Source: an optimization exercise on an open RTL-to-GDS flow (aim: small area and a short achievable clock period). Production flows keep margins and buffers that such runs may drop. At most, simulation tests tie the RTL to the original design; equivalence was not proved. No activity file was given, so power comes from the tool's default toggle rates.

==> run a: inputs <==
Design mac, start of the top module:
module mac (
    input clk,
    input rst,
    input [15:0] a,
    input [15:0] b,
    input [31:0] acc_in,
    output [31:0] acc_out
);
reg [15:0] ar;
reg [7:0] s1_r, s2_r, s3_r;
reg [17:0] a3r;
reg [87:0] t0;
reg [31:0] bs3;          
reg [6:0] bc3;           
reg [2:0] v;             
reg [31:0] t4;           
reg [6:0] g4;            
reg [31:0] s5;           
wire [17:0] a3x = {2'b00, a};
wire [17:0] a3y = {1'b0, a, 1'b0};
wire [17:0] a3p = a3x ^ a3y;
wire [17:0] a3g = a3x & a3y;
wire a3G1_1 = a3g[1] | (a3p[1] & a3g[0]);
wire a3P1_1 = a3p[1] & a3p[0];
wire a3G1_3 = a3g[3] | (a3p[3] & a3g[2]);
wire a3P1_3 = a3p[3] & a3p[2];
wire a3G1_5 = a3g[5] | (a3p[5] & a3g[4]);
wire a3P1_5 = a3p[5] & a3p[4];
wire a3G1_7 = a3g[7] | (a3p[7] & a3g[6]);
wire a3P1_7 = a3p[7] & a3p[6];
wire a3G1_9 = a3g[9] | (a3p[9] & a3g[8]);
wire a3P1_9 = a3p[9] & a3p[8];
wire a3G1_11 = a3g[11] | (a3p[11] & a3g[10]);
wire a3P1_11 = a3p[11] & a3p[10];
wire a3G1_13 = a3g[13] | (a3p[13] & a3g[12]);
wire a3P1_13 = a3p[13] & a3p[12];
wire a3G1_15 = a3g[15] | (a3p[15] & a3g[14]);
wire a3P1_15 = a3p[15] & a3p[14];
wire a3G1_17 = a3g[17] | (a3p[17] & a3g[16]);
wire a3P1_17 = a3p[17] & a3p[16];
wire a3G2_2 = a3g[2] | (a3p[2] & a3G1_1);
wire a3P2_2 = a3p[2] & a3P1_1;
wire a3G2_3 = a3G1_3 | (a3P1_3 & a3G1_1);
wire a3P2_3 = a3P1_3 & a3P1_1;
wire a3G2_6 = a3g[6] | (a3p[6] & a3G1_5);
wire a3P2_6 = a3p[6] & a3P1_5;
wire a3G2_7 = a3G1_7 | (a3P1_7 & a3G1_5);
wire a3P2_7 = a3P1_7 & a3P1_5;
wire a3G2_10 = a3g[10] | (a3p[10] & a3G1_9);
wire a3P2_10 = a3p[10] & a3P1_9;
wire a3G2_11 = a3G1_11 | (a3P1_11 & a3G1_9);
wire a3P2_11 = a3P1_11 & a3P1_9;
wire a3G2_14 = a3g[14] | (a3p[14] & a3G1_13);
wire a3P2_14 = a3p[14] & a3P1_13;
  ...
export LEC_CHECK = 0
export CAP_MARGIN = 20
export CORE_MARGIN = 2
export CORE_UTILIZATION = 50
export CTS_CLUSTER_DIAMETER = 80
export CTS_CLUSTER_SIZE = 30
export SETUP_SLACK_MARGIN = 4.2
export SLEW_MARGIN = 20
export SYNTH_HIERARCHICAL = 1
create_clock -name core_clock -period 6.5 [get_ports {clk}]
standard.sh (not shown) runs the stock make flow with config.mk's settings and CLKGATE_MAP_FILE= SYNTH_SCRIPT=/design/flow/synth_recipe.tcl, a recipe that flattens the netlist after the stock synthesis.
==> flow/flow/run.sh <==
#!/bin/bash
# Layout flow: the standard layout (standard.sh), with buf_2 cells as the
# port buffers instead of the default choice. Everything else is unchanged.
set -eo pipefail
export BUFFER_PORTS_ARGS="-buffer_cell sky130_fd_sc_hd__buf_2"
bash standard.sh > standard.log 2>&1
==> run b: changes against run a <==
--- a/flow/design.v
+++ b/flow/design.v
@@ -14,90 +14,127 @@
 reg [31:0] bs3;          
 reg [6:0] bc3;           
 reg [2:0] v;             
 reg [31:0] t4;           
 reg [6:0] g4;            
 reg [31:0] s5;           
 wire [17:0] a3x = {2'b00, a};
 wire [17:0] a3y = {1'b0, a, 1'b0};
-wire [17:0] a3p = a3x ^ a3y;
 wire [17:0] a3g = a3x & a3y;
-wire a3G1_1 = a3g[1] | (a3p[1] & a3g[0]);
-wire a3P1_1 = a3p[1] & a3p[0];
-wire a3G1_3 = a3g[3] | (a3p[3] & a3g[2]);
-wire a3P1_3 = a3p[3] & a3p[2];
-wire a3G1_5 = a3g[5] | (a3p[5] & a3g[4]);
-wire a3P1_5 = a3p[5] & a3p[4];
-wire a3G1_7 = a3g[7] | (a3p[7] & a3g[6]);
-wire a3P1_7 = a3p[7] & a3p[6];
-wire a3G1_9 = a3g[9] | (a3p[9] & a3g[8]);
-wire a3P1_9 = a3p[9] & a3p[8];
-wire a3G1_11 = a3g[11] | (a3p[11] & a3g[10]);
-wire a3P1_11 = a3p[11] & a3p[10];
-wire a3G1_13 = a3g[13] | (a3p[13] & a3g[12]);
-wire a3P1_13 = a3p[13] & a3p[12];
-wire a3G1_15 = a3g[15] | (a3p[15] & a3g[14]);
-wire a3P1_15 = a3p[15] & a3p[14];
-wire a3G1_17 = a3g[17] | (a3p[17] & a3g[16]);
-wire a3P1_17 = a3p[17] & a3p[16];
-wire a3G2_2 = a3g[2] | (a3p[2] & a3G1_1);
-wire a3P2_2 = a3p[2] & a3P1_1;
+wire [17:0] a3t = a3x | a3y;
+wire [17:0] a3p;
+x2 ua3p0 (.a(a3x[0]), .b(a3y[0]), .y(a3p[0]));
+x2 ua3p1 (.a(a3x[1]), .b(a3y[1]), .y(a3p[1]));
+x2 ua3p2 (.a(a3x[2]), .b(a3y[2]), .y(a3p[2]));
+x2 ua3p3 (.a(a3x[3]), .b(a3y[3]), .y(a3p[3]));
+x2 ua3p4 (.a(a3x[4]), .b(a3y[4]), .y(a3p[4]));
+x2 ua3p5 (.a(a3x[5]), .b(a3y[5]), .y(a3p[5]));
+x2 ua3p6 (.a(a3x[6]), .b(a3y[6]), .y(a3p[6]));
+x2 ua3p7 (.a(a3x[7]), .b(a3y[7]), .y(a3p[7]));
+x2 ua3p8 (.a(a3x[8]), .b(a3y[8]), .y(a3p[8]));
+x2 ua3p9 (.a(a3x[9]), .b(a3y[9]), .y(a3p[9]));
+x2 ua3p10 (.a(a3x[10]), .b(a3y[10]), .y(a3p[10]));
+x2 ua3p11 (.a(a3x[11]), .b(a3y[11]), .y(a3p[11]));
+x2 ua3p12 (.a(a3x[12]), .b(a3y[12]), .y(a3p[12]));
+x2 ua3p13 (.a(a3x[13]), .b(a3y[13]), .y(a3p[13]));
+x2 ua3p14 (.a(a3x[14]), .b(a3y[14]), .y(a3p[14]));
+x2 ua3p15 (.a(a3x[15]), .b(a3y[15]), .y(a3p[15]));
+x2 ua3p16 (.a(a3x[16]), .b(a3y[16]), .y(a3p[16]));
+x2 ua3p17 (.a(a3x[17]), .b(a3y[17]), .y(a3p[17]));
+wire a3G1_1 = a3g[1] | (a3t[1] & a3g[0]);
+wire a3P1_1 = a3t[1] & a3t[0];
+wire a3G1_3 = a3g[3] | (a3t[3] & a3g[2]);
+wire a3P1_3 = a3t[3] & a3t[2];
+wire a3G1_5 = a3g[5] | (a3t[5] & a3g[4]);
+wire a3P1_5 = a3t[5] & a3t[4];
+wire a3G1_7 = a3g[7] | (a3t[7] & a3g[6]);
+wire a3P1_7 = a3t[7] & a3t[6];
+wire a3G1_9 = a3g[9] | (a3t[9] & a3g[8]);
+wire a3P1_9 = a3t[9] & a3t[8];
+wire a3G1_11 = a3g[11] | (a3t[11] & a3g[10]);
+wire a3P1_11 = a3t[11] & a3t[10];
+wire a3G1_13 = a3g[13] | (a3t[13] & a3g[12]);
+wire a3P1_13 = a3t[13] & a3t[12];
+wire a3G1_15 = a3g[15] | (a3t[15] & a3g[14]);
+wire a3P1_15 = a3t[15] & a3t[14];
+wire a3G1_17 = a3g[17] | (a3t[17] & a3g[16]);
+wire a3P1_17 = a3t[17] & a3t[16];
+wire a3G2_2 = a3g[2] | (a3t[2] & a3G1_1);
+wire a3P2_2 = a3t[2] & a3P1_1;
 wire a3G2_3 = a3G1_3 | (a3P1_3 & a3G1_1);
 wire a3P2_3 = a3P1_3 & a3P1_1;
-wire a3G2_6 = a3g[6] | (a3p[6] & a3G1_5);
-wire a3P2_6 = a3p[6] & a3P1_5;
+wire a3G2_6 = a3g[6] | (a3t[6] & a3G1_5);
+wire a3P2_6 = a3t[6] & a3P1_5;
 wire a3G2_7 = a3G1_7 | (a3P1_7 & a3G1_5);
 wire a3P2_7 = a3P1_7 & a3P1_5;
-wire a3G2_10 = a3g[10] | (a3p[10] & a3G1_9);
-wire a3P2_10 = a3p[10] & a3P1_9;
+wire a3G2_10 = a3g[10] | (a3t[10] & a3G1_9);
+wire a3P2_10 = a3t[10] & a3P1_9;
 wire a3G2_11 = a3G1_11 | (a3P1_11 & a3G1_9);
 wire a3P2_11 = a3P1_11 & a3P1_9;
-wire a3G2_14 = a3g[14] | (a3p[14] & a3G1_13);
-wire a3P2_14 = a3p[14] & a3P1_13;
+wire a3G2_14 = a3g[14] | (a3t[14] & a3G1_13);
+wire a3P2_14 = a3t[14] & a3P1_13;
 wire a3G2_15 = a3G1_15 | (a3P1_15 & a3G1_13);
 wire a3P2_15 = a3P1_15 & a3P1_13;
-wire a3G3_4 = a3g[4] | (a3p[4] & a3G2_3);
-wire a3P3_4 = a3p[4] & a3P2_3;
+wire a3G3_4 = a3g[4] | (a3t[4] & a3G2_3);
+wire a3P3_4 = a3t[4] & a3P2_3;
 wire a3G3_5 = a3G1_5 | (a3P1_5 & a3G2_3);
 wire a3P3_5 = a3P1_5 & a3P2_3;
 wire a3G3_6 = a3G2_6 | (a3P2_6 & a3G2_3);
 wire a3P3_6 = a3P2_6 & a3P2_3;
 wire a3G3_7 = a3G2_7 | (a3P2_7 & a3G2_3);
 wire a3P3_7 = a3P2_7 & a3P2_3;
-wire a3G3_12 = a3g[12] | (a3p[12] & a3G2_11);
-wire a3P3_12 = a3p[12] & a3P2_11;
+wire a3G3_12 = a3g[12] | (a3t[12] & a3G2_11);
+wire a3P3_12 = a3t[12] & a3P2_11;
 wire a3G3_13 = a3G1_13 | (a3P1_13 & a3G2_11);
 wire a3P3_13 = a3P1_13 & a3P2_11;
 wire a3G3_14 = a3G2_14 | (a3P2_14 & a3G2_11);
 wire a3P3_14 = a3P2_14 & a3P2_11;
 wire a3G3_15 = a3G2_15 | (a3P2_15 & a3G2_11);
 wire a3P3_15 = a3P2_15 & a3P2_11;
-wire a3G4_8 = a3g[8] | (a3p[8] & a3G3_7);
-wire a3P4_8 = a3p[8] & a3P3_7;
+wire a3G4_8 = a3g[8] | (a3t[8] & a3G3_7);
+wire a3P4_8 = a3t[8] & a3P3_7;
 wire a3G4_9 = a3G1_9 | (a3P1_9 & a3G3_7);
 wire a3P4_9 = a3P1_9 & a3P3_7;
 wire a3G4_10 = a3G2_10 | (a3P2_10 & a3G3_7);
 wire a3P4_10 = a3P2_10 & a3P3_7;
 wire a3G4_11 = a3G2_11 | (a3P2_11 & a3G3_7);
 wire a3P4_11 = a3P2_11 & a3P3_7;
 wire a3G4_12 = a3G3_12 | (a3P3_12 & a3G3_7);
 wire a3P4_12 = a3P3_12 & a3P3_7;
 wire a3G4_13 = a3G3_13 | (a3P3_13 & a3G3_7);
 wire a3P4_13 = a3P3_13 & a3P3_7;
 wire a3G4_14 = a3G3_14 | (a3P3_14 & a3G3_7);
 wire a3P4_14 = a3P3_14 & a3P3_7;
 wire a3G4_15 = a3G3_15 | (a3P3_15 & a3G3_7);
 wire a3P4_15 = a3P3_15 & a3P3_7;
-wire a3G5_16 = a3g[16] | (a3p[16] & a3G4_15);
-wire a3P5_16 = a3p[16] & a3P4_15;
+wire a3G5_16 = a3g[16] | (a3t[16] & a3G4_15);
+wire a3P5_16 = a3t[16] & a3P4_15;
 wire a3G5_17 = a3G1_17 | (a3P1_17 & a3G4_15);
 wire a3P5_17 = a3P1_17 & a3P4_15;
 wire [17:0] a3c = {a3G5_16, a3G4_15, a3G4_14, a3G4_13, a3G4_12, a3G4_11, a3G4_10, a3G4_9, a3G4_8, a3G3_7, a3G3_6, a3G3_5, a3G3_4, a3G2_3, a3G2_2, a3G1_1, a3g[0], 1'b0};
-wire [17:0] a3_d = a3p ^ a3c;
+wire [17:0] a3_d;
+x2 ua3s0 (.a(a3p[0]), .b(a3c[0]), .y(a3_d[0]));
+x2 ua3s1 (.a(a3p[1]), .b(a3c[1]), .y(a3_d[1]));
+x2 ua3s2 (.a(a3p[2]), .b(a3c[2]), .y(a3_d[2]));
+x2 ua3s3 (.a(a3p[3]), .b(a3c[3]), .y(a3_d[3]));
+x2 ua3s4 (.a(a3p[4]), .b(a3c[4]), .y(a3_d[4]));
+x2 ua3s5 (.a(a3p[5]), .b(a3c[5]), .y(a3_d[5]));
+x2 ua3s6 (.a(a3p[6]), .b(a3c[6]), .y(a3_d[6]));
+x2 ua3s7 (.a(a3p[7]), .b(a3c[7]), .y(a3_d[7]));
+x2 ua3s8 (.a(a3p[8]), .b(a3c[8]), .y(a3_d[8]));
+x2 ua3s9 (.a(a3p[9]), .b(a3c[9]), .y(a3_d[9]));
+x2 ua3s10 (.a(a3p[10]), .b(a3c[10]), .y(a3_d[10]));
+x2 ua3s11 (.a(a3p[11]), .b(a3c[11]), .y(a3_d[11]));
+x2 ua3s12 (.a(a3p[12]), .b(a3c[12]), .y(a3_d[12]));
+x2 ua3s13 (.a(a3p[13]), .b(a3c[13]), .y(a3_d[13]));
+x2 ua3s14 (.a(a3p[14]), .b(a3c[14]), .y(a3_d[14]));
+x2 ua3s15 (.a(a3p[15]), .b(a3c[15]), .y(a3_d[15]));
+x2 ua3s16 (.a(a3p[16]), .b(a3c[16]), .y(a3_d[16]));
+x2 ua3s17 (.a(a3p[17]), .b(a3c[17]), .y(a3_d[17]));
 wire s1_d0 = b[0] & ~b[1];
 wire s2_d0 = ~b[0] & b[1];
 wire s3_d0 = b[0] & b[1];
 wire s10 = s1_r[0];
 wire s20 = s2_r[0];
 wire s30 = s3_r[0];
 wire s1_d1 = b[2] & ~b[3];
 wire s2_d1 = ~b[2] & b[3];
@@ -529,12 +566,15 @@
 module fa (input a, input b, input c, output s, output co);
   assign s = a ^ b ^ c;
   assign co = (a & b) | (a & c) | (b & c);
 endmodule
 module ha (input a, input b, output s, output co);
   assign s = a ^ b;
   assign co = a & b;
 endmodule
+module x2 (input a, input b, output y);
+  assign y = a ^ b;
+endmodule
 module han (input an, input bn, output sn, output con);
   assign sn = ~(an ^ bn);
   assign con = an | bn;
 endmodule
Settings changed: CORE_UTILIZATION 50 to 60.
==> run c: changes against run a <==
--- a/flow/design.v
+++ b/flow/design.v
@@ -12,92 +12,17 @@
 reg [17:0] a3r;
 reg [87:0] t0;
 reg [31:0] bs3;          
 reg [6:0] bc3;           
 reg [2:0] v;             
 reg [31:0] t4;           
 reg [6:0] g4;            
 reg [31:0] s5;           
-wire [17:0] a3x = {2'b00, a};
-wire [17:0] a3y = {1'b0, a, 1'b0};
-wire [17:0] a3p = a3x ^ a3y;
-wire [17:0] a3g = a3x & a3y;
-wire a3G1_1 = a3g[1] | (a3p[1] & a3g[0]);
-wire a3P1_1 = a3p[1] & a3p[0];
-wire a3G1_3 = a3g[3] | (a3p[3] & a3g[2]);
-wire a3P1_3 = a3p[3] & a3p[2];
-wire a3G1_5 = a3g[5] | (a3p[5] & a3g[4]);
-wire a3P1_5 = a3p[5] & a3p[4];
-wire a3G1_7 = a3g[7] | (a3p[7] & a3g[6]);
-wire a3P1_7 = a3p[7] & a3p[6];
-wire a3G1_9 = a3g[9] | (a3p[9] & a3g[8]);
-wire a3P1_9 = a3p[9] & a3p[8];
-wire a3G1_11 = a3g[11] | (a3p[11] & a3g[10]);
-wire a3P1_11 = a3p[11] & a3p[10];
-wire a3G1_13 = a3g[13] | (a3p[13] & a3g[12]);
-wire a3P1_13 = a3p[13] & a3p[12];
-wire a3G1_15 = a3g[15] | (a3p[15] & a3g[14]);
-wire a3P1_15 = a3p[15] & a3p[14];
-wire a3G1_17 = a3g[17] | (a3p[17] & a3g[16]);
-wire a3P1_17 = a3p[17] & a3p[16];
-wire a3G2_2 = a3g[2] | (a3p[2] & a3G1_1);
-wire a3P2_2 = a3p[2] & a3P1_1;
-wire a3G2_3 = a3G1_3 | (a3P1_3 & a3G1_1);
-wire a3P2_3 = a3P1_3 & a3P1_1;
-wire a3G2_6 = a3g[6] | (a3p[6] & a3G1_5);
-wire a3P2_6 = a3p[6] & a3P1_5;
-wire a3G2_7 = a3G1_7 | (a3P1_7 & a3G1_5);
-wire a3P2_7 = a3P1_7 & a3P1_5;
-wire a3G2_10 = a3g[10] | (a3p[10] & a3G1_9);
-wire a3P2_10 = a3p[10] & a3P1_9;
-wire a3G2_11 = a3G1_11 | (a3P1_11 & a3G1_9);
-wire a3P2_11 = a3P1_11 & a3P1_9;
-wire a3G2_14 = a3g[14] | (a3p[14] & a3G1_13);
-wire a3P2_14 = a3p[14] & a3P1_13;
-wire a3G2_15 = a3G1_15 | (a3P1_15 & a3G1_13);
-wire a3P2_15 = a3P1_15 & a3P1_13;
-wire a3G3_4 = a3g[4] | (a3p[4] & a3G2_3);
-wire a3P3_4 = a3p[4] & a3P2_3;
-wire a3G3_5 = a3G1_5 | (a3P1_5 & a3G2_3);
-wire a3P3_5 = a3P1_5 & a3P2_3;
-wire a3G3_6 = a3G2_6 | (a3P2_6 & a3G2_3);
-wire a3P3_6 = a3P2_6 & a3P2_3;
-wire a3G3_7 = a3G2_7 | (a3P2_7 & a3G2_3);
-wire a3P3_7 = a3P2_7 & a3P2_3;
-wire a3G3_12 = a3g[12] | (a3p[12] & a3G2_11);
-wire a3P3_12 = a3p[12] & a3P2_11;
-wire a3G3_13 = a3G1_13 | (a3P1_13 & a3G2_11);
-wire a3P3_13 = a3P1_13 & a3P2_11;
-wire a3G3_14 = a3G2_14 | (a3P2_14 & a3G2_11);
-wire a3P3_14 = a3P2_14 & a3P2_11;
-wire a3G3_15 = a3G2_15 | (a3P2_15 & a3G2_11);
-wire a3P3_15 = a3P2_15 & a3P2_11;
-wire a3G4_8 = a3g[8] | (a3p[8] & a3G3_7);
-wire a3P4_8 = a3p[8] & a3P3_7;
-wire a3G4_9 = a3G1_9 | (a3P1_9 & a3G3_7);
-wire a3P4_9 = a3P1_9 & a3P3_7;
-wire a3G4_10 = a3G2_10 | (a3P2_10 & a3G3_7);
-wire a3P4_10 = a3P2_10 & a3P3_7;
-wire a3G4_11 = a3G2_11 | (a3P2_11 & a3G3_7);
-wire a3P4_11 = a3P2_11 & a3P3_7;
-wire a3G4_12 = a3G3_12 | (a3P3_12 & a3G3_7);
-wire a3P4_12 = a3P3_12 & a3P3_7;
-wire a3G4_13 = a3G3_13 | (a3P3_13 & a3G3_7);
-wire a3P4_13 = a3P3_13 & a3P3_7;
-wire a3G4_14 = a3G3_14 | (a3P3_14 & a3G3_7);
-wire a3P4_14 = a3P3_14 & a3P3_7;
-wire a3G4_15 = a3G3_15 | (a3P3_15 & a3G3_7);
-wire a3P4_15 = a3P3_15 & a3P3_7;
-wire a3G5_16 = a3g[16] | (a3p[16] & a3G4_15);
-wire a3P5_16 = a3p[16] & a3P4_15;
-wire a3G5_17 = a3G1_17 | (a3P1_17 & a3G4_15);
-wire a3P5_17 = a3P1_17 & a3P4_15;
-wire [17:0] a3c = {a3G5_16, a3G4_15, a3G4_14, a3G4_13, a3G4_12, a3G4_11, a3G4_10, a3G4_9, a3G4_8, a3G3_7, a3G3_6, a3G3_5, a3G3_4, a3G2_3, a3G2_2, a3G1_1, a3g[0], 1'b0};
-wire [17:0] a3_d = a3p ^ a3c;
+wire [17:0] a3_d = {2'b00, a} + {1'b0, a, 1'b0};
 wire s1_d0 = b[0] & ~b[1];
 wire s2_d0 = ~b[0] & b[1];
 wire s3_d0 = b[0] & b[1];
 wire s10 = s1_r[0];
 wire s20 = s2_r[0];
 wire s30 = s3_r[0];
 wire s1_d1 = b[2] & ~b[3];
 wire s2_d1 = ~b[2] & b[3];
Settings changed: CORE_UTILIZATION 50 to 60.
==> summary.txt <==
Routed wire length: run b > run c > run a.
Against run a, the critical path depth of run c is lower by 1.
Of run b and run a, run b has the higher setup slack (gap 0.22 ns).
Global-route usage: run c > run b > run a.
Clock power is about the same in run b and run c.
Non-clock buffer count: run a > run c > run b.
In run c the via count is lower than in run b, by 2.4%.
==> figures <==
Worst min-delay path endpoint: run a bs3[0]; run b bs3[0]; run c bs3[4]
Post-detailed-placement half-perimeter wirelength: run a 18.5 mm; run b 18.8 mm; run c 19.0 mm
Number of post-CTS setup repair buffers: run a 14; run b 0; run c 4
Count of state elements after synthesis: run a 258; run b 259; run c 258
Asr flop ratio synth: run a 28.7%; run b 28.6%; run c 28.7%
Number of buffers inserted during clock tree synthesis: run a 15; run b 13; run c 14
Global-route wire length before repair: run a 42.7 mm; run b 42.5 mm; run c 43.3 mm
Switching power as a share of total power: run a 34.9%; run b 34.8%; run c 35.3%
Number of filler cells placed in the layout: run a 2161; run b 1706; run c 1592
Run status: run a complete, no violations; run b complete, no violations; run c complete, no violations
Final Cycle Share: run a 39.7%; run b 36.4%; run c 36.6%
Clk pwr share: run a 17.6%; run b 17.3%; run c 17.1%
Routed met2 length: run a 11.3 mm; run b 11.9 mm; run c 11.8 mm
GR Util All Layers: run a 19.8%; run b 23.1%; run c 23.6%
Non-filler instance count after layout: run a 1477; run b 1472; run c 1434
Total number of vias: run a 8219; run b 8857; run c 8645
Only the layout flow was run in run a and run b; the RTL was not checked for function there.

==> port drivers added, routing unchanged <==
Ports are ideal in the flow. The routed layouts listed here were re-timed in OpenROAD. Step 1 (the two cells are an assumption about what drives the block):
set clk [get_ports {clk}]
set_driving_cell -lib_cell sky130_fd_sc_hd__clkbuf_16 $clk
set_driving_cell -lib_cell sky130_fd_sc_hd__buf_2 [delete_from_list [all_inputs] $clk]
Step 2 moves the port delays by t, midway between the first and last clock arrival at a register: inputs arrive t later, outputs are due t later. That takes back most of the time a late clock gives input paths. a / b / c = ideal / step 1 / step 2; a / b = the first two.
run | shift t [ns] | setup WS [ns] | worst register clock-pin slew, ns | cell pins on the clock port's net
run a | 0.524 | 3.919 / 3.922 / 3.398 | 0.10 / 0.10 | 1
run b | 0.526 | 4.136 / 4.136 / 3.695 | 0.11 / 0.11 | 1
run c | 0.538 | 4.120 / 4.122 / 3.584 | 0.11 / 0.11 | 1
After both steps every run listed still meets setup and hold. For run c, which loses most, drivers alone change the setup slack by +0.002 ns; drivers and shift together by -0.536 ns.
